Source: an optimization exercise on an open RTL-to-GDS flow (aim: small area, a short achievable clock period and few clock cycles). Production flows keep margins and buffers that such runs may drop.
The RTL was checked by simulation tests, not by an equivalence proof against the original design.
Power is estimated from default activity; no workload was simulated.

==> design/flow/design.v <==
module IF #( 
	parameter ADDR_W = 64,
	parameter INST_W = 32,
	parameter DATA_W = 64
)(
    input                   i_clk,
    input                   i_rst_n,
    input [ADDR_W-1 : 0]  i_new_pc,
    input                   i_valid,
    output                  o_i_valid_addr,  
    output [ADDR_W-1 : 0] o_i_addr,        
    output [DATA_W-1 : 0] o_pc,
    output                  o_valid
);
    reg                  o_i_valid_addr_r, o_i_valid_addr_w;  
    reg [ADDR_W-1 : 0] o_i_addr_r, o_i_addr_w;        
    reg [DATA_W-1 : 0] o_pc_r, o_pc_w;
    reg                  o_valid_r, o_valid_w;
    reg [DATA_W-1 : 0] pc_r, pc_w;
    reg        [4 : 0] cs, ns;
    assign o_i_valid_addr = o_i_valid_addr_r;
    assign o_i_addr = o_i_addr_r;
    assign o_pc = o_pc_r;
    assign o_valid = o_valid_r;
    always @(*) begin
        case (cs)
        	0: ns = (o_i_valid_addr) ? 1 : 0;
        	1: ns = 2;
        	2: ns = 3;
        	3: ns = 4;
            4: ns = 5;
            5: ns = 6;
            6: ns = 7;
            7: ns = 8;
            8: ns = 9;
            9: ns = 10;
            10: ns = 11;
            11: ns = 12;
            12: ns = 13;
            13: ns = 14;
            14: ns = 15;
            15: ns = 0;
            default: ns = 0;
        endcase
    end
    always @(*) begin
        if(cs == 3) begin
            o_valid_w = 1;
            o_pc_w = pc_r;
        end else begin
            o_valid_w = 0;
            o_pc_w = 0;
        end
        if(cs == 0) begin
            o_i_valid_addr_w = 1;
            o_i_addr_w = pc_r;
            pc_w = pc_r;
        end else if(cs == 13) begin
            o_i_valid_addr_w = 0;
            o_i_addr_w = 0;
            pc_w[8:0] = pc_r[8:0] + 4;
            pc_w[DATA_W-1:9] = pc_r[DATA_W-1:9];
        end else if(i_valid) begin
            o_i_valid_addr_w = 0;
            o_i_addr_w = i_new_pc;
            pc_w = i_new_pc;
        end else begin
            o_i_valid_addr_w = 0;
            o_i_addr_w = 0;
            pc_w = pc_r;
        end
    end
    always @(posedge i_clk or negedge i_rst_n) begin
        if (~i_rst_n) begin
            o_i_valid_addr_r <= 0;
            o_i_addr_r <= 0;
            o_pc_r <= 0;
            o_valid_r <= 0;            
            cs <= 0;
            pc_r <= 0;
        end else begin
            o_i_valid_addr_r <= o_i_valid_addr_w;
            o_i_addr_r <= o_i_addr_w;
            o_pc_r <= o_pc_w;
            o_valid_r <= o_valid_w;
            cs <= ns;
            pc_r <= pc_w;
        end
    end
endmodule
module ID #( 
	parameter ADDR_W = 64,
	parameter INST_W = 32,
	parameter DATA_W = 64
)(
    input                   i_clk,
    input                   i_rst_n,
    input                   i_i_valid_inst,  
    input  [ INST_W-1 : 0 ] i_i_inst,        
    input [ DATA_W-1 : 0 ]  i_data,
    input [4 : 0]           i_rd_id,
    input                   i_valid,
    output                  o_finish,
    output [3 : 0]          o_op,
    output [ DATA_W-1 : 0 ] o_rs1,
    output [ DATA_W-1 : 0 ] o_rs2,
    output [4 : 0]          o_rd_id,
    output [ DATA_W-1 : 0 ] o_imm,
    output                  o_valid
);
    parameter LD = 10'b0110000011;
    parameter SD = 10'b0110100011;
    parameter BEQ = 10'b0001100011;
    parameter BNE = 10'b0011100011;
    parameter ADDI = 10'b0000010011;
    parameter XORI = 10'b1000010011;
    parameter ORI = 10'b1100010011;
    parameter ANDI = 10'b1110010011;
    parameter SLLI = 10'b0010010011;
    parameter SRLI = 10'b1010010011;
    parameter ADDorSUB = 10'b0000110011;
    parameter ADD = 7'b0000000;
    parameter SUB = 7'b0100000;
    parameter XOR = 10'b1000110011;
    parameter OR = 10'b1100110011;
    parameter AND = 10'b1110110011;
    parameter STOP = 10'b1111111111;
    reg [DATA_W-1 : 0] registers_r [0:31], registers_w [0:31];
    reg                  o_valid_r, o_valid_w; 
    reg [DATA_W-1 : 0] o_rs1_r, o_rs1_w; 
    reg [DATA_W-1 : 0] o_rs2_r, o_rs2_w; 
    reg      [4 : 0]     o_rd_id_r, o_rd_id_w; 
    reg                  o_finish_r, o_finish_w;
    reg [DATA_W-1 : 0] o_imm_r, o_imm_w;
    reg      [3 : 0]     o_op_r, o_op_w;
    reg [11 : 0] tmp_imm;
    reg [11 : 0] left_12;
    reg [4 : 0] rs1;
    reg [2 : 0] funct3;
    reg [4 : 0] rd;
    reg [6 : 0] op;
    reg [9 : 0] ins;
    assign o_valid = o_valid_r;
    assign o_rs1 = o_rs1_r;
    assign o_rs2 = o_rs2_r;
    assign o_rd_id = o_rd_id_r;
    assign o_finish = o_finish_r;
    assign o_imm = o_imm_r;
    assign o_op = o_op_r;
    integer i;
    always @(*) begin
        if(i_i_valid_inst) begin
                {left_12, rs1, funct3, rd, op} = i_i_inst;
            ins = {funct3, op};
            o_rs2_w = registers_r[left_12[4:0]];
            o_rs1_w = registers_r[rs1];
            o_rd_id_w = rd;
            case (ins)
                LD: begin
                    o_op_w = 0;
                    tmp_imm = left_12;
                end
                SD: begin
                    o_op_w = 1;
                    tmp_imm = {left_12[11:5], rd};
                end
                BEQ: begin
                    o_op_w = 2;
                    tmp_imm = {left_12[11], rd[0], left_12[10:5], rd[4:1]};
                end
                BNE: begin
                    o_op_w = 3;
                    tmp_imm = {left_12[11], rd[0], left_12[10:5], rd[4:1]};
                end
                ADDI: begin
                    o_op_w = 4;
                    tmp_imm = left_12;
                end
                XORI: begin
                    o_op_w = 5;
                    tmp_imm = left_12;
                end
                ORI: begin
                    o_op_w = 6;
                    tmp_imm = left_12;
                end
                ANDI: begin
                    o_op_w = 7;
                    tmp_imm = left_12;
                end
                SLLI: begin
                    o_op_w = 8;
                    tmp_imm = left_12;
                end
                SRLI: begin
                    o_op_w = 9;
                    tmp_imm = left_12;
                end
                ADDorSUB: begin
                    tmp_imm = 0;
                    case (left_12[11:5])
                        ADD: begin
                            o_op_w = 10;
                        end
                        SUB: begin
                            o_op_w = 11;
                        end
                        default: begin
                            o_op_w = 11;
                        end
                    endcase
                end
                XOR: begin
                    o_op_w = 12;
                    tmp_imm = 0;
                end
                OR: begin
                    o_op_w = 13;
                    tmp_imm = 0;
                end
                AND: begin
                    o_op_w = 14;
                    tmp_imm = 0;
                end
                STOP: begin
                    o_op_w = 0;
                    tmp_imm = 0;
                end
                default: begin
                    o_op_w = 0;
                    tmp_imm = 0;
                end
            endcase
            o_imm_w = {{52{tmp_imm[11]}}, tmp_imm};
            if(ins[9 : 0] == STOP) begin
                o_finish_w = 1;
                o_valid_w = 0;
            end else begin
                o_finish_w = 0;
                o_valid_w = 1;
            end
        end else begin
            o_valid_w = 0;
            o_rs1_w = 0;
            o_rs2_w = 0;
            o_rd_id_w = 0;
            o_finish_w = 0;
            o_imm_w = 0;
            o_op_w = 0;
        end
    end
    always @(*) begin
        for (i = 0; i < 32; i = i + 1) begin
            if (i_valid && i_rd_id == i) begin
                registers_w[i] = i_data;
            end else begin
                registers_w[i] = registers_r[i];
            end
        end
    end
    always @(posedge i_clk or negedge i_rst_n) begin
        if (~i_rst_n) begin
            o_valid_r <= 0;
            o_rs1_r <= 0;
            o_rs2_r <= 0;
            o_rd_id_r <= 0;
            o_finish_r <= 0;
            o_imm_r <= 0;
            o_op_r <= 0;
            for (i = 0; i < 32; i = i + 1) begin
                registers_r[i] <= 0;
            end
        end else begin
            o_valid_r <= o_valid_w;
            o_rs1_r <= o_rs1_w;
            o_rs2_r <= o_rs2_w;
            o_rd_id_r <= o_rd_id_w;
            o_finish_r <= o_finish_w;
            o_imm_r <= o_imm_w;
            o_op_r <= o_op_w;
            for (i = 0; i < 32; i = i + 1) begin
                registers_r[i] <= registers_w[i];
            end
        end
    end
endmodule
module EX #( 
	parameter ADDR_W = 64,
	parameter INST_W = 32,
	parameter DATA_W = 64
)(
    input                   i_clk,
    input                   i_rst_n,
    input                  i_id_valid,
    input [DATA_W-1 : 0] i_rs1,
    input [DATA_W-1 : 0] i_rs2,
    input [4 : 0]          i_rd,
    input [DATA_W-1 : 0] i_imm,
    input [3 : 0]          i_op,
    input [DATA_W-1 : 0] i_pc,
    input                  i_if_valid,
    output [DATA_W-1 : 0] o_addr,
    output [DATA_W-1 : 0] o_data,
    output [4 : 0]          o_rd_id,
    output [1 : 0]          o_type,
    output                  o_mem_valid,
    output [DATA_W-1:0]     o_new_pc,
    output                  o_if_valid
);
    parameter LD = 0;
    parameter SD = 1;
    parameter BEQ = 2;
    parameter BNE = 3;
    parameter ADDI = 4;
    parameter XORI = 5;
    parameter ORI = 6;
    parameter ANDI = 7;
    parameter SLLI = 8;
    parameter SRLI = 9;
    parameter ADD = 10;
    parameter SUB = 11;
    parameter XOR = 12;
    parameter OR = 13;
    parameter AND = 14;
    reg [DATA_W-1 : 0] o_addr_r, o_addr_w;
    reg [DATA_W-1 : 0] o_data_r, o_data_w;
    reg [4 : 0]          o_rd_id_r, o_rd_id_w;
    reg [1 : 0]          o_type_r, o_type_w;
    reg                  o_mem_valid_r, o_mem_valid_w;
    reg [DATA_W-1 : 0]     o_new_pc_r, o_new_pc_w;
    reg                  o_if_valid_r, o_if_valid_w;
    reg [3 : 0] cs, ns;
    reg [DATA_W-1 : 0] rs2_r, rs2_w;
    reg [4 : 0]          rd_r, rd_w;
    reg [3 : 0]          op_r, op_w;
    reg [DATA_W-1 : 0]  tmp_r, tmp_w;
    reg                  carry_r, carry_w;
    reg                  cont_r, cont_w;
    assign o_addr = o_addr_r;
    assign o_data = o_data_r;
    assign o_rd_id = o_rd_id_r;
    assign o_type = o_type_r;
    assign o_mem_valid = o_mem_valid_r;
    assign o_new_pc = o_new_pc_r;
    assign o_if_valid = o_if_valid_r;
    integer i;
    always @(*) begin
        if(i_id_valid && cs == 0) begin
            rs2_w = i_rs2;
            rd_w = i_rd;
            op_w = i_op;
            case (i_op)
                LD: begin
                    tmp_w = i_rs1;
                    o_addr_w = 0;
                    o_data_w = i_imm;
                    carry_w = 0;
                    o_type_w = 0;
                    cont_w = 1;
                end
                SD: begin
                    tmp_w = i_rs1;
                    o_addr_w = 0;
                    o_data_w = i_imm;
                    carry_w = 0;
                    o_type_w = 1;
                    cont_w = 1;
                end
                BEQ: begin
                    if(i_rs1 == i_rs2) begin
                        tmp_w = i_imm << 1;
                    end else begin
                        tmp_w = 4;
                    end
                    o_addr_w = 0;
                    o_data_w = i_pc;
                    carry_w = 0;
                    o_type_w = 2;
                    cont_w = 1;
                end
                BNE: begin
                    if(i_rs1 != i_rs2) begin
                        tmp_w = i_imm << 1;
                    end else begin
                        tmp_w = 4;
                    end
                    o_addr_w = 0;
                    o_data_w = i_pc;
                    carry_w = 0;
                    o_type_w = 2;
                    cont_w = 1;
                end
                ADDI: begin
                    tmp_w = i_rs1;
                    o_addr_w = 0;
                    o_data_w = i_imm;
                    carry_w = 0;
                    o_type_w = 3;
                    cont_w = 1;
                end
                XORI: begin
                    tmp_w = i_rs1;
                    o_addr_w = i_rs1 ^ i_imm;
                    o_data_w = 0;
                    carry_w = 0;
                    o_type_w = 3;
                    cont_w = 0;
                end
                ORI: begin
                    tmp_w = i_rs1;
                    o_addr_w = i_rs1 | i_imm;
                    o_data_w = 0;
                    carry_w = 0;
                    o_type_w = 3;
                    cont_w = 0;
                end
                ANDI: begin
                    tmp_w = i_rs1;
                    o_addr_w = i_rs1 & i_imm;
                    o_data_w = 0;
                    carry_w = 0;
                    o_type_w = 3;
                    cont_w = 0;
                end
                SLLI: begin
                    tmp_w = i_rs1;
                    o_addr_w = i_rs1 << i_imm[5 : 0];
                    o_data_w = 0;
                    carry_w = 0;
                    o_type_w = 3;
                    cont_w = 0;
                end
                SRLI: begin
                    tmp_w = i_rs1;
                    o_addr_w = i_rs1 >> i_imm[5 : 0];
                    o_data_w = 0;
                    carry_w = 0;
                    o_type_w = 3;
                    cont_w = 0;
                end
                ADD: begin
                    tmp_w = i_rs1;
                    o_addr_w = 0;
                    o_data_w = i_rs2;
                    carry_w = 0;
                    o_type_w = 3;
                    cont_w = 1;
                end
                SUB: begin
                    tmp_w = i_rs1;
                    o_addr_w = 0;
                    o_data_w = ~i_rs2;
                    carry_w = 1;
                    o_type_w = 3;
                    cont_w = 1;
                end
                XOR: begin
                    tmp_w = i_rs1;
                    o_addr_w = i_rs1 ^ i_rs2;
                    o_data_w = 0;
                    carry_w = 0;
                    o_type_w = 3;
                    cont_w = 0;
                end
                OR: begin
                    tmp_w = i_rs1;
                    o_addr_w = i_rs1 | i_rs2;
                    o_data_w = 0;
                    carry_w = 0;
                    o_type_w = 3;
                    cont_w = 0;
                end
                AND: begin
                    tmp_w = i_rs1;
                    o_addr_w = i_rs1 & i_rs2;
                    o_data_w = 0;
                    carry_w = 0;
                    o_type_w = 3;
                    cont_w = 0;
                end
                default: begin
                    tmp_w = i_rs1;
                    o_addr_w = 0;
                    o_data_w = 0;
                    carry_w = 0;
                    o_type_w = 0;
                    cont_w = 0;
                end
            endcase
            o_rd_id_w = o_rd_id_r;
            o_mem_valid_w = 0;
            o_new_pc_w = o_new_pc_r;
            o_if_valid_w = 0;
        end else if (cs == 1 && cont_r) begin
            {carry_w, tmp_w[7 : 0]} =  tmp_r[7 : 0] + o_data_r[7 : 0] + carry_r;
            tmp_w[63 : 8] = tmp_r[63 : 8];
            o_addr_w = o_addr_r;
            o_data_w = o_data_r;  
            o_rd_id_w = o_rd_id_r;
            o_type_w = o_type_r;
            o_mem_valid_w = 0;
            o_new_pc_w = o_new_pc_r;
            o_if_valid_w = 0;
            rs2_w = rs2_r;
            rd_w = rd_r;
            op_w = op_r;
            cont_w = cont_r;
        end else if (cs == 2 && cont_r) begin
            {carry_w, tmp_w[15 : 8]} =  tmp_r[15 : 8] + o_data_r[15 : 8] + carry_r;
            tmp_w[7 : 0] = tmp_r[7 : 0];
            tmp_w[63 : 16] = tmp_r[63 : 16];
            o_addr_w = o_addr_r;
            o_data_w = o_data_r;  
            o_rd_id_w = o_rd_id_r;
            o_type_w = o_type_r;
            o_mem_valid_w = 0;
            o_new_pc_w = o_new_pc_r;
            o_if_valid_w = 0;
            rs2_w = rs2_r;
            rd_w = rd_r;
            op_w = op_r;
            cont_w = cont_r;
        end else if (cs == 3 && cont_r) begin
            {carry_w, tmp_w[23 : 16]} =  tmp_r[23 : 16] + o_data_r[23 : 16] + carry_r;
            tmp_w[15 : 0] = tmp_r[15 : 0];
            tmp_w[63 : 24] = tmp_r[63 : 24];
            o_addr_w = o_addr_r;
            o_data_w = o_data_r;  
            o_rd_id_w = o_rd_id_r;
            o_type_w = o_type_r;
            o_mem_valid_w = 0;
            o_new_pc_w = o_new_pc_r;
            o_if_valid_w = 0;
            rs2_w = rs2_r;
            rd_w = rd_r;
            op_w = op_r;
            cont_w = cont_r;
        end else if (cs == 4 && cont_r) begin
            {carry_w, tmp_w[31 : 24]} =  tmp_r[31 : 24] + o_data_r[31 : 24] + carry_r;
            tmp_w[23 : 0] = tmp_r[23 : 0];
            tmp_w[63 : 32] = tmp_r[63 : 32];
            o_addr_w = o_addr_r;
            o_data_w = o_data_r;  
            o_rd_id_w = o_rd_id_r;
            o_type_w = o_type_r;
            o_mem_valid_w = 0;
            o_new_pc_w = o_new_pc_r;
            o_if_valid_w = 0;
            rs2_w = rs2_r;
            rd_w = rd_r;
            op_w = op_r;
            cont_w = cont_r;
        end else if (cs == 5 && cont_r) begin
            {carry_w, tmp_w[39 : 32]} =  tmp_r[39 : 32] + o_data_r[39 : 32] + carry_r;
            tmp_w[31 : 0] = tmp_r[31 : 0];
            tmp_w[63 : 40] = tmp_r[63 : 40];
            o_addr_w = o_addr_r;
            o_data_w = o_data_r;  
            o_rd_id_w = o_rd_id_r;
            o_type_w = o_type_r;
            o_mem_valid_w = 0;
            o_new_pc_w = o_new_pc_r;
            o_if_valid_w = 0;
            rs2_w = rs2_r;
            rd_w = rd_r;
            op_w = op_r;
            cont_w = cont_r;
        end else if (cs == 6 && cont_r) begin
            {carry_w, tmp_w[47 : 40]} =  tmp_r[47 : 40] + o_data_r[47 : 40] + carry_r;
            tmp_w[39 : 0] = tmp_r[39 : 0];
            tmp_w[63 : 48] = tmp_r[63 : 48];
            o_addr_w = o_addr_r;
            o_data_w = o_data_r;  
            o_rd_id_w = o_rd_id_r;
            o_type_w = o_type_r;
            o_mem_valid_w = 0;
            o_new_pc_w = o_new_pc_r;
            o_if_valid_w = 0;
            rs2_w = rs2_r;
            rd_w = rd_r;
            op_w = op_r;
            cont_w = cont_r;
        end else if (cs == 7 && cont_r) begin
            {carry_w, tmp_w[55 : 48]} =  tmp_r[55 : 48] + o_data_r[55 : 48] + carry_r;
            tmp_w[47 : 0] = tmp_r[47 : 0];
            tmp_w[63 : 56] = tmp_r[63 : 56];
            o_addr_w = o_addr_r;
            o_data_w = o_data_r;  
            o_rd_id_w = o_rd_id_r;
            o_type_w = o_type_r;
            o_mem_valid_w = 0;
            o_new_pc_w = o_new_pc_r;
            o_if_valid_w = 0;
            rs2_w = rs2_r;
            rd_w = rd_r;
            op_w = op_r;
            cont_w = cont_r;
        end else if (cs == 8 && cont_r) begin
            {carry_w, tmp_w[63 : 56]} =  tmp_r[63 : 56] + o_data_r[63 : 56] + carry_r;
            tmp_w[55 : 0] = tmp_r[55 : 0];
            o_addr_w = o_addr_r;
            o_data_w = o_data_r;  
            o_rd_id_w = o_rd_id_r;
            o_type_w = o_type_r;
            o_mem_valid_w = 0;
            o_new_pc_w = o_new_pc_r;
            o_if_valid_w = 0;
            rs2_w = rs2_r;
            rd_w = rd_r;
            op_w = op_r;
            cont_w = cont_r;
        end else if (cs == 9) begin
            if(cont_r) begin
                o_addr_w = tmp_r;
            end else begin
                o_addr_w = o_addr_r;
            end
            o_data_w = rs2_r;
            o_rd_id_w = rd_r;
            o_type_w = o_type_r;
            o_mem_valid_w = 1;
            if(o_type_w == 2) begin
                o_new_pc_w = tmp_r;
                o_if_valid_w = 1;
            end else begin
                o_new_pc_w = 0;
                o_if_valid_w = 0;
            end
            rs2_w = rs2_r;
            rd_w = rd_r;
            op_w = op_r;
            tmp_w = tmp_r;
            carry_w = carry_r;
            cont_w = cont_r;
        end else begin
            o_addr_w = o_addr_r;
            o_data_w = o_data_r;  
            o_rd_id_w = o_rd_id_r;
            o_type_w = o_type_r;
            o_mem_valid_w = 0;
            o_new_pc_w = o_new_pc_r;
            o_if_valid_w = 0;
            rs2_w = rs2_r;
            rd_w = rd_r;
            op_w = op_r;
            tmp_w = tmp_r;
            carry_w = carry_r;
            cont_w = cont_r;
        end
    end
    always @(*) begin
        case (cs)
            0: ns = (i_id_valid) ? 1 : 0;
        	1: ns = 2;
        	2: ns = 3;
        	3: ns = 4;
            4: ns = 5;
            5: ns = 6;
            6: ns = 7;
            7: ns = 8;
            8: ns = 9;
            9: ns = 0;
            default: ns = 0;
        endcase
    end
    always @(posedge i_clk or negedge i_rst_n) begin
        if (~i_rst_n) begin
            o_addr_r <= 0;
            o_data_r <= 0;
            o_rd_id_r <= 0;
            o_type_r <= 0;
            o_mem_valid_r <= 0;
            o_new_pc_r <= 0;
            o_if_valid_r <= 0;
            cs <= 0;
            rs2_r <= 0;
            rd_r <= 0;
            op_r <= 0;
            tmp_r <= 0;
            carry_r <= 0;
            cont_r <= 0;
        end else begin
            o_addr_r <= o_addr_w;
            o_data_r <= o_data_w;
            o_rd_id_r <= o_rd_id_w;
            o_type_r <= o_type_w;
            o_mem_valid_r <= o_mem_valid_w;
            o_new_pc_r <= o_new_pc_w;
            o_if_valid_r <= o_if_valid_w;
            cs <= ns;
            rs2_r <= rs2_w;
            rd_r <= rd_w;
            op_r <= op_w;
            tmp_r <= tmp_w;
            carry_r <= carry_w;
            cont_r <= cont_w;
        end
    end
endmodule
module MEM #( 
	parameter ADDR_W = 64,
	parameter INST_W = 32,
	parameter DATA_W = 64
)(
    input                   i_clk,
    input                   i_rst_n,
    input [DATA_W-1 : 0] i_addr,
    input [DATA_W-1 : 0] i_data,
    input [4 : 0]          i_rd_id,
    input [1 : 0]          i_type,
    input                  i_valid,
    output [DATA_W-1 : 0] o_data,
    output [4 : 0]        o_rd_id,
    output [1 : 0]        o_type,
    output                  o_valid,
    output [DATA_W-1 : 0] o_d_w_data,
    output [ADDR_W-1 : 0] o_d_r_addr,
    output [ADDR_W-1 : 0] o_d_w_addr,
    output              o_d_MemRead,
    output              o_d_MemWrite
);
    reg [DATA_W-1 : 0] o_data_r, o_data_w;
    reg [4 : 0]          o_rd_id_r, o_rd_id_w;
    reg                  o_valid_r, o_valid_w;
    reg [1 : 0]          o_type_r, o_type_w;
    reg [DATA_W-1 : 0]    o_d_w_data_r, o_d_w_data_w;
    reg [ADDR_W-1 : 0]    o_d_r_addr_r, o_d_r_addr_w;
    reg [ADDR_W-1 : 0]    o_d_w_addr_r, o_d_w_addr_w;
    reg                 o_d_MemRead_r, o_d_MemRead_w;
    reg                 o_d_MemWrite_r, o_d_MemWrite_w;
    reg [1 : 0]           cs, ns;
    assign o_data = o_data_r;
    assign o_rd_id = o_rd_id_r;
    assign o_valid = o_valid_r;
    assign o_type = o_type_r;
    assign o_d_w_data = o_d_w_data_r;
    assign o_d_r_addr = o_d_r_addr_r;
    assign o_d_w_addr = o_d_w_addr_r;
    assign o_d_MemRead = o_d_MemRead_r;
    assign o_d_MemWrite = o_d_MemWrite_r;
    always @(*) begin
        if(i_valid && cs == 0) begin
            if(i_type == 0) begin
                o_d_w_data_w = 0;
                o_d_r_addr_w = i_addr;
                o_d_w_addr_w = 0;
                o_d_MemRead_w = 1;
                o_d_MemWrite_w = 0;
            end else if(i_type == 1) begin
                o_d_w_data_w = i_data;
                o_d_r_addr_w = 0;
                o_d_w_addr_w = i_addr;
                o_d_MemRead_w = 0;
                o_d_MemWrite_w = 1;
            end else begin
                o_d_w_data_w = 0;
                o_d_r_addr_w = 0;
                o_d_w_addr_w = 0;
                o_d_MemRead_w = 0;
                o_d_MemWrite_w = 0;
            end
            o_data_w = i_addr;
            o_rd_id_w = i_rd_id;
            o_type_w = i_type;
            o_valid_w = 0;
        end else if(cs == 2) begin
            o_d_w_data_w = o_d_w_data_r;
            o_d_r_addr_w = o_d_r_addr_r;
            o_d_w_addr_w = o_d_w_addr_r;
            o_d_MemRead_w = 0;
            o_d_MemWrite_w = 0;
            o_data_w = o_data_r;
            o_rd_id_w = o_rd_id_r;
            o_type_w = o_type_r;
            o_valid_w = 1;
        end else begin
            o_d_w_data_w = o_d_w_data_r;
            o_d_r_addr_w = o_d_r_addr_r;
            o_d_w_addr_w = o_d_w_addr_r;
            o_d_MemRead_w = 0;
            o_d_MemWrite_w = 0;
            o_data_w = o_data_r;
            o_rd_id_w = o_rd_id_r;
            o_type_w = o_type_r;
            o_valid_w = 0;
        end
    end
    always @(*) begin
        case (cs)
        	0: ns = (i_valid) ? 1 : 0;
        	1: ns = 2;
        	2: ns = 0;
            default: ns = 0;
        endcase
    end
    always @(posedge i_clk or negedge i_rst_n) begin
        if (~i_rst_n) begin
            o_data_r <= 0;
            o_rd_id_r <= 0;
            o_valid_r <= 0;
            o_type_r <= 0;
            o_d_w_data_r <= 0;
            o_d_r_addr_r <= 0;
            o_d_w_addr_r <= 0;
            o_d_MemRead_r <= 0;
            o_d_MemWrite_r <= 0;
            cs <= 0;            
        end else begin
            o_data_r <= o_data_w;
            o_rd_id_r <= o_rd_id_w;
            o_valid_r <= o_valid_w;
            o_type_r <= o_type_w;
            o_d_w_data_r <= o_d_w_data_w;
            o_d_r_addr_r <= o_d_r_addr_w;
            o_d_w_addr_r <= o_d_w_addr_w;
            o_d_MemRead_r <= o_d_MemRead_w;
            o_d_MemWrite_r <= o_d_MemWrite_w;
            cs <= ns;
        end
    end
endmodule
module WB #( 
	parameter ADDR_W = 64,
	parameter INST_W = 32,
	parameter DATA_W = 64
)(
    input                   i_clk,
    input                   i_rst_n,
    input [DATA_W-1 : 0]  i_data,
    input [4 : 0]         i_rd_id,
    input [1 : 0]         i_type,
    input                   i_valid,
    input                   i_d_valid_data,
    input [DATA_W-1 : 0]      i_d_data,
    output [DATA_W-1 : 0]     o_data,
    output [4 : 0]          o_rd_id,
    output                  o_valid
);
    reg [DATA_W-1 : 0]     o_data_r, o_data_w;
    reg [4 : 0]          o_rd_id_r, o_rd_id_w;
    reg                  o_valid_r, o_valid_w;
    assign o_data = o_data_r;
    assign o_rd_id = o_rd_id_r;
    assign o_valid = o_valid_r;
    always @(*) begin
        if(i_valid || i_d_valid_data) begin
            if (i_type == 0) begin
                o_data_w = i_d_data;
                o_rd_id_w = i_rd_id;
                o_valid_w = 1;
            end else if (i_type == 3) begin
                o_data_w = i_data;
                o_rd_id_w = i_rd_id;
                o_valid_w = 1;
            end else begin
                o_data_w = 0;
                o_rd_id_w = 0;
                o_valid_w = 0;
            end
        end else begin
            o_data_w = 0;
            o_rd_id_w = 0;
            o_valid_w = 0;
        end
    end
    always @(posedge i_clk or negedge i_rst_n) begin
        if (~i_rst_n) begin
            o_data_r <= 0;
            o_rd_id_r <= 0;
            o_valid_r <= 0;
        end else begin
            o_data_r <= o_data_w;
            o_rd_id_r <= o_rd_id_w;
            o_valid_r <= o_valid_w;
        end
    end
endmodule
module cpu #(  
	parameter ADDR_W = 64,
	parameter INST_W = 32,
	parameter DATA_W = 64
)(
    input                   i_clk,
    input                   i_rst_n,
    input                   i_i_valid_inst,  
    input  [ INST_W-1 : 0 ] i_i_inst,        
    input                   i_d_valid_data,  
    input  [ DATA_W-1 : 0 ] i_d_data,        
    output                  o_i_valid_addr,  
    output [ ADDR_W-1 : 0 ] o_i_addr,        
    output [ DATA_W-1 : 0 ] o_d_w_data,      
    output [ ADDR_W-1 : 0 ] o_d_w_addr,      
    output [ ADDR_W-1 : 0 ] o_d_r_addr,      
    output                  o_d_MemRead,     
    output                  o_d_MemWrite,    
    output                  o_finish
);  
    wire  [DATA_W-1 : 0]  if_exe_pc;
    wire                    if_exe_valid;
    wire   [DATA_W-1 : 0] id_exe_imm;
    wire   [DATA_W-1 : 0] id_exe_rs1;
    wire   [DATA_W-1 : 0] id_exe_rs2;
    wire   [4 : 0 ]        id_exe_rd_id;
    wire   [3 : 0 ]        id_exe_op;
    wire                    id_exe_valid;
    wire   [DATA_W-1 : 0] exe_mem_addr;
    wire   [DATA_W-1 : 0] exe_mem_data;
    wire   [4 : 0]        exe_mem_rd_id;
    wire   [1 : 0]        exe_mem_type;
    wire                    exe_mem_valid;
    wire   [DATA_W-1 : 0] mem_wb_data;
    wire   [4 : 0]        mem_wb_rd_id;
    wire   [1 : 0]        mem_wb_type;
    wire                    mem_wb_valid;
    wire   [DATA_W-1 : 0] wb_id_data;
    wire   [4 : 0]        wb_id_rd_id;
    wire                    wb_id_valid;
    wire   [DATA_W-1 : 0] exe_if_new_pc;
    wire                    exe_if_valid;
    IF #(
        .INST_W(INST_W),
        .DATA_W(DATA_W),
        .ADDR_W(ADDR_W)
    ) u_if (
        .i_clk(i_clk),
        .i_rst_n(i_rst_n),
        .i_new_pc(exe_if_new_pc),
        .i_valid(exe_if_valid),
        .o_i_valid_addr(o_i_valid_addr),
        .o_i_addr(o_i_addr),
        .o_pc(if_exe_pc),
        .o_valid(if_exe_valid)
    );
    ID #(
        .INST_W(INST_W),
        .DATA_W(DATA_W),
        .ADDR_W(ADDR_W)
    ) u_id (
        .i_clk(i_clk),
        .i_rst_n(i_rst_n),
        .i_i_valid_inst(i_i_valid_inst),
        .i_i_inst(i_i_inst),
        .i_data(wb_id_data),
        .i_rd_id(wb_id_rd_id),
        .i_valid(wb_id_valid),
        .o_finish(o_finish),
        .o_op(id_exe_op),
        .o_rs1(id_exe_rs1),
        .o_rs2(id_exe_rs2),
        .o_rd_id(id_exe_rd_id),
        .o_imm(id_exe_imm),
        .o_valid(id_exe_valid)
    );
    EX #(
        .INST_W(INST_W),
        .DATA_W(DATA_W),
        .ADDR_W(ADDR_W)
    ) u_exe (
        .i_clk(i_clk),
        .i_rst_n(i_rst_n),
        .i_id_valid(id_exe_valid),
        .i_rs1(id_exe_rs1),
        .i_rs2(id_exe_rs2),
        .i_rd(id_exe_rd_id),
        .i_imm(id_exe_imm),
        .i_op(id_exe_op),
        .i_pc(if_exe_pc),
        .i_if_valid(if_exe_valid),
        .o_addr(exe_mem_addr),
        .o_data(exe_mem_data),
        .o_rd_id(exe_mem_rd_id),
        .o_type(exe_mem_type),
        .o_mem_valid(exe_mem_valid),
        .o_new_pc(exe_if_new_pc),
        .o_if_valid(exe_if_valid)
    );
    MEM #(
        .INST_W(INST_W),
        .DATA_W(DATA_W),
        .ADDR_W(ADDR_W)
    ) u_mem (
        .i_clk(i_clk),
        .i_rst_n(i_rst_n),
        .i_addr(exe_mem_addr),
        .i_data(exe_mem_data),
        .i_rd_id(exe_mem_rd_id),
        .i_type(exe_mem_type),
        .i_valid(exe_mem_valid),
        .o_data(mem_wb_data),
        .o_rd_id(mem_wb_rd_id),
        .o_type(mem_wb_type),
        .o_valid(mem_wb_valid),
        .o_d_w_data(o_d_w_data),
        .o_d_r_addr(o_d_r_addr),
        .o_d_w_addr(o_d_w_addr),
        .o_d_MemRead(o_d_MemRead),
        .o_d_MemWrite(o_d_MemWrite)
    );
    WB #(
        .INST_W(INST_W),
        .DATA_W(DATA_W),
        .ADDR_W(ADDR_W)
    ) u_wb (
        .i_clk(i_clk),
        .i_rst_n(i_rst_n),
        .i_data(mem_wb_data),
        .i_rd_id(mem_wb_rd_id),
        .i_type(mem_wb_type),
        .i_valid(mem_wb_valid),
        .i_d_valid_data(i_d_valid_data),
        .i_d_data(i_d_data),
        .o_data(wb_id_data),
        .o_rd_id(wb_id_rd_id),
        .o_valid(wb_id_valid)
    );
endmodule
==> design/flow/run.sh <==
#!/bin/bash
# synth_recipe.tcl (not shown) runs the flow's synth.tcl, then flattens the netlist and writes it again
# the make line also repeats each setting of config.mk as NAME=value (left out here)
make -C /OpenROAD-flow-scripts/flow DESIGN_CONFIG=/design/flow/config.mk WORK_HOME=/design/flow/orfs CLKGATE_MAP_FILE= SYNTH_SCRIPT=/design/flow/synth_recipe.tcl finish
==> design/flow/config.mk <==
export PLATFORM = sky130hd
export DESIGN_NAME = cpu
export DESIGN_NICKNAME = cpu
export VERILOG_FILES = /design/flow/design.v
export SDC_FILE = /design/flow/constraint.sdc
export NUM_CORES = 8
export LEC_CHECK = 0
export CAP_MARGIN = 60
export CORE_MARGIN = 2
export CORE_UTILIZATION = 40
export SLEW_MARGIN = 60
==> design/flow/constraint.sdc <==
create_clock -name core_clock -period 5.0 [get_ports {i_clk}]
set_input_delay 1.0000 -clock core_clock [delete_from_list [all_inputs] [get_ports {i_clk}]]
set_output_delay 1.0000 -clock core_clock [all_outputs]
set_load 0.01 [all_outputs]
==> metrics.yaml <==
synthFlopType: "dfrtp_1"
ios: 360
netlist.area_leader.share_pct: 50.2
p_int_mw: 47.0
fin_util_pct: 47.5
wl_um: 856000
grt_overflow: 0
seq_area_frac_synth_pct: 50.2
power.share.clock_pct: 38.6
synth_edf_count: 0
vias: 140265
slew_violations: 0
vias_per_cell: 7.23
multi_input_area_um2: 72200
synthToLayoutAreaGrowth_pct: 18.5
comb_power_share_pct: 16.8
fp.dieH_um: 623
dr.pass1.iters: 13
finalCritPeriodShare_pct: 76.8
cts_htree_levels: 5
p_sw_share_pct: 32.3
clock_skew_ns: 0.0858
fillCellCount: 34804
ant_nets: 0
drive_gt1_share_pct: 28.4
clock_path_buffers: 4
largest_reg_flops: 2048
power_frac_seq_pct: 44.6
rsz0062_at_grt: "no"
crit_required_ns: 5.87
post-cts-setup-buffers: 0
synth_top_area_cell: "dfrtp_1"
avgRoutedWirePerCell_um: 44.1
grt_pass1_vias: 132971
setup.worst_path.end_class: "flop"
avgSynthCellArea_um2: 11.1
finalSetupViolCount: 0
ys_ff_latch: 3074
yosysUniqueCellTypes: 91
io_buffers: 359
vdd_drop_max_uv: 301
fmax_mhz: 260
synth_common_cells: "dfrtp_1 (3074), mux2_2 (2089), nand2_1 (1364)"
cts-root-buf: "clkbuf_16"
finalNetCount: 14136
fp-row-count: 227
syn_area_um2: 153000
gp_congestion: 1.08
ff_latch_area_um2: 77300
clk_pin_slew_ns: 0.06
initial_core_util_pct: 40.1
cts_resized: 0
async_flop_share_pct: 100
arrival_ns: 4.71
crit_type: "flop to flop"
synthesis.nets: 13958
setup_tns_ns: 0
grt_pass1_wl_um: 1160000
p_sw_mw: 22.5
p_leak_nw: 81.4
grt_max_degree: 107
drt_iter0_drc: 26445
insertion_delay_ns: 1.02
cap_violations: 0
numClockSinks: 3074
netlist_top_cells_area: "dfrtp_1 (50%), mux2_2 (15%), a22o_1 (4.9%)"
antenna_found_initial: 83
die_x_um: 623
syn_inst: 13783
top_register: "u_id.registers_r"
worst_pin_slew_ns: 0.729
yosysWarnings: 7
drc: 0
cp_common_cell: "nand4_1"
cp_max_fo: 18
coreArea_um2: 382000
crit_slowest_cell: "dfrtp_2"
track_usage_pct: 42.9
slowest_delay_ns: 0.77
dieArea_um2: 388000
crit_path_cell_trace: "xnor2_1 -> nand4_1 -> nor4_1 -> nand4_1 -> xnor2_1 -> buf_4 -> nand4_1 -> buf_4 -> a41oi_1"
hold_path_class: "flop to flop"
hold_violations: 0
maxSlewHeadroom_pct: 51.4
cts_tree: "done"
synth.most_common_cell: "dfrtp_1"
powerDensity_nw_per_um2: 383
numCtsBuffers: 341
critPathLaunchType: "flop"
finalCriticalPeriod_ns: 3.84
status: "complete, no violations"
hpwl_um: 559000
-- area by class of cell --
type / count / area share, %
Inverter: 45 / 0.0972
Antenna cell: 123 / 0.170
Tap cell: 5038 / 3.47
Timing Repair Buffer: 1202 / 7.42
Clock buffer: 482 / 5.42
Sequential cell: 3074 / 42.6
Multi-Input combinational cell: 9297 / 39.8
Clock inverter: 147 / 1.04
-- through the flow --
stage	hold slack, ns	setup WS [ns]	cell area [µm²]	cells	total power [mW]
5_1_grt	0.457	1.19	181000	19371	71.3
4_1_cts	0.438	1.37	181000	19272	68.8
3_3_place_gp	0.421	0.528	166000	18528	41.9
2_1_floorplan	0.414	2.11	153000	13783	35.8
6_report	0.439	1.16	181000	19408	69.5
3_5_place_dp	0.423	0.751	169000	18642	42.3
-- power by group through the flow --
| stage | combinational [mW] | sequential [mW] | clock, mW |
|---|---|---|---|
| 5_1_grt | 12.4 | 31.0 | 27.9 |
| 6_report | 11.7 | 31.0 | 26.8 |
| 4_1_cts | 11.2 | 30.7 | 26.8 |
| 3_5_place_dp | 11.2 | 31.2 | 0 |
| 3_3_place_gp | 10.8 | 31.1 | 0 |
| 2_1_floorplan | 6.99 | 28.8 | 0 |
-- path summary, 6_finish.rpt --
kind	cells past startpoint	from	slack, ns	endpoint
min in group asynchronous	2	i_rst_n	0.53	u_exe.o_data_r[19]$_DFFE_PN0P_
worst min register to register	2	u_id.o_rd_id_r[2]$_DFF_PN0_	0.44	u_exe.rd_r[2]$_DFFE_PN0P_
worst min-delay path	2	u_id.o_rd_id_r[2]$_DFF_PN0_	0.44	u_exe.rd_r[2]$_DFFE_PN0P_
worst max register to register	9	u_id.o_rs2_r[39]$_DFF_PN0_	1.16	u_exe.tmp_r[63]$_DFFE_PN0P_
worst max-delay path	9	u_id.o_rs2_r[39]$_DFF_PN0_	1.16	u_exe.tmp_r[63]$_DFFE_PN0P_
max in group asynchronous	6	i_rst_n	2.82	u_id.registers_r[21][53]$_DFFE_PN0P_
-- layout by cell type (no fill, tap or decap), types with 171 or more instances in the layout --
cell             Yosys  layout
a21oi_1            512     507
a221oi_1           617     617
a22o_1             857     857
a22oi_1            783     783
buf_12               0     171
buf_4                5     518
clkbuf_16            0     347
clkdlybuf4s50_1      0     356
dfrtp_1           3074    2898
mux2_2            2089    2089
nand2_1           1364    1340
nand3_1            267     265
nand4_1            254     254
nor2_1             641     528
o21ai_0            413     399
-- kinds of logic (layout without fill, tap and decap cells) --
group                      after synthesis  in the layout  synth area share (%)
other                                    0            123                     0
xor gates and xnor gates               168            168                 0.961
and+or+nand+nor                       3018           3018                  8.79
DFF                                   3074           3074                  50.2
buffers and inverters                 1412           1876                  3.68
muxes                                 2328           2328                  17.7
AOI/OAI and AO/OA                     3708           3708                  18.0
adders and majority gates               75             75                 0.691
-- critical path: cells and delay by family (launching register included) --
kind / cells / cell delay, ns
and+or+nand+nor: 4 / 1.45
DFF: 1 / 0.77
xor gates and xnor gates: 2 / 0.67
buffers and inverters: 2 / 0.57
AOI/OAI and AO/OA: 1 / 0.22
-- timing repair --
action,CTS,global route
setup endpoints to repair,0,0
hold buffers,1,0
hold endpoints to repair,28,0
-- layer usage --
metal	vias up	part of all wire (%)	GRT usage [%]
met4	56	10	34.8
met1	70448	34	50.9
met2	12988	41	59.9
met5	-	0.070	0.395
li1	52400	-	-
met3	4373	15	18.9
Testbench counts, summed over its fixed seeds: cycles 786,836.

[port drivers added, routing unchanged]
The flow's constraints put no driver on any port. The routed layout listed below was extracted and timed again, unchanged, in two steps. Step 1: set_driving_cell puts a clkbuf_16 on i_clk and a buf_2 on each other input, an assumption about the parent block. Step 2 moves the port delays by t, midway between the first and last clock arrival at a register: inputs arrive t later, outputs are due t later. That takes back most of the time a late clock gives input paths. Slacks: ideal ports / drivers / drivers and shift; pairs: ideal ports / drivers.
t (ns): 1.112
setup slack, ns: 1.160 / 1.160 / 0.654
worst setup path after step 2: input to register
slew at the worst register clock pin (ns): 0.07 / 0.07
After both steps setup and hold are still met in this run. The setup slack of this run moves by 0.000 ns with the drivers and by -0.506 ns with both steps.
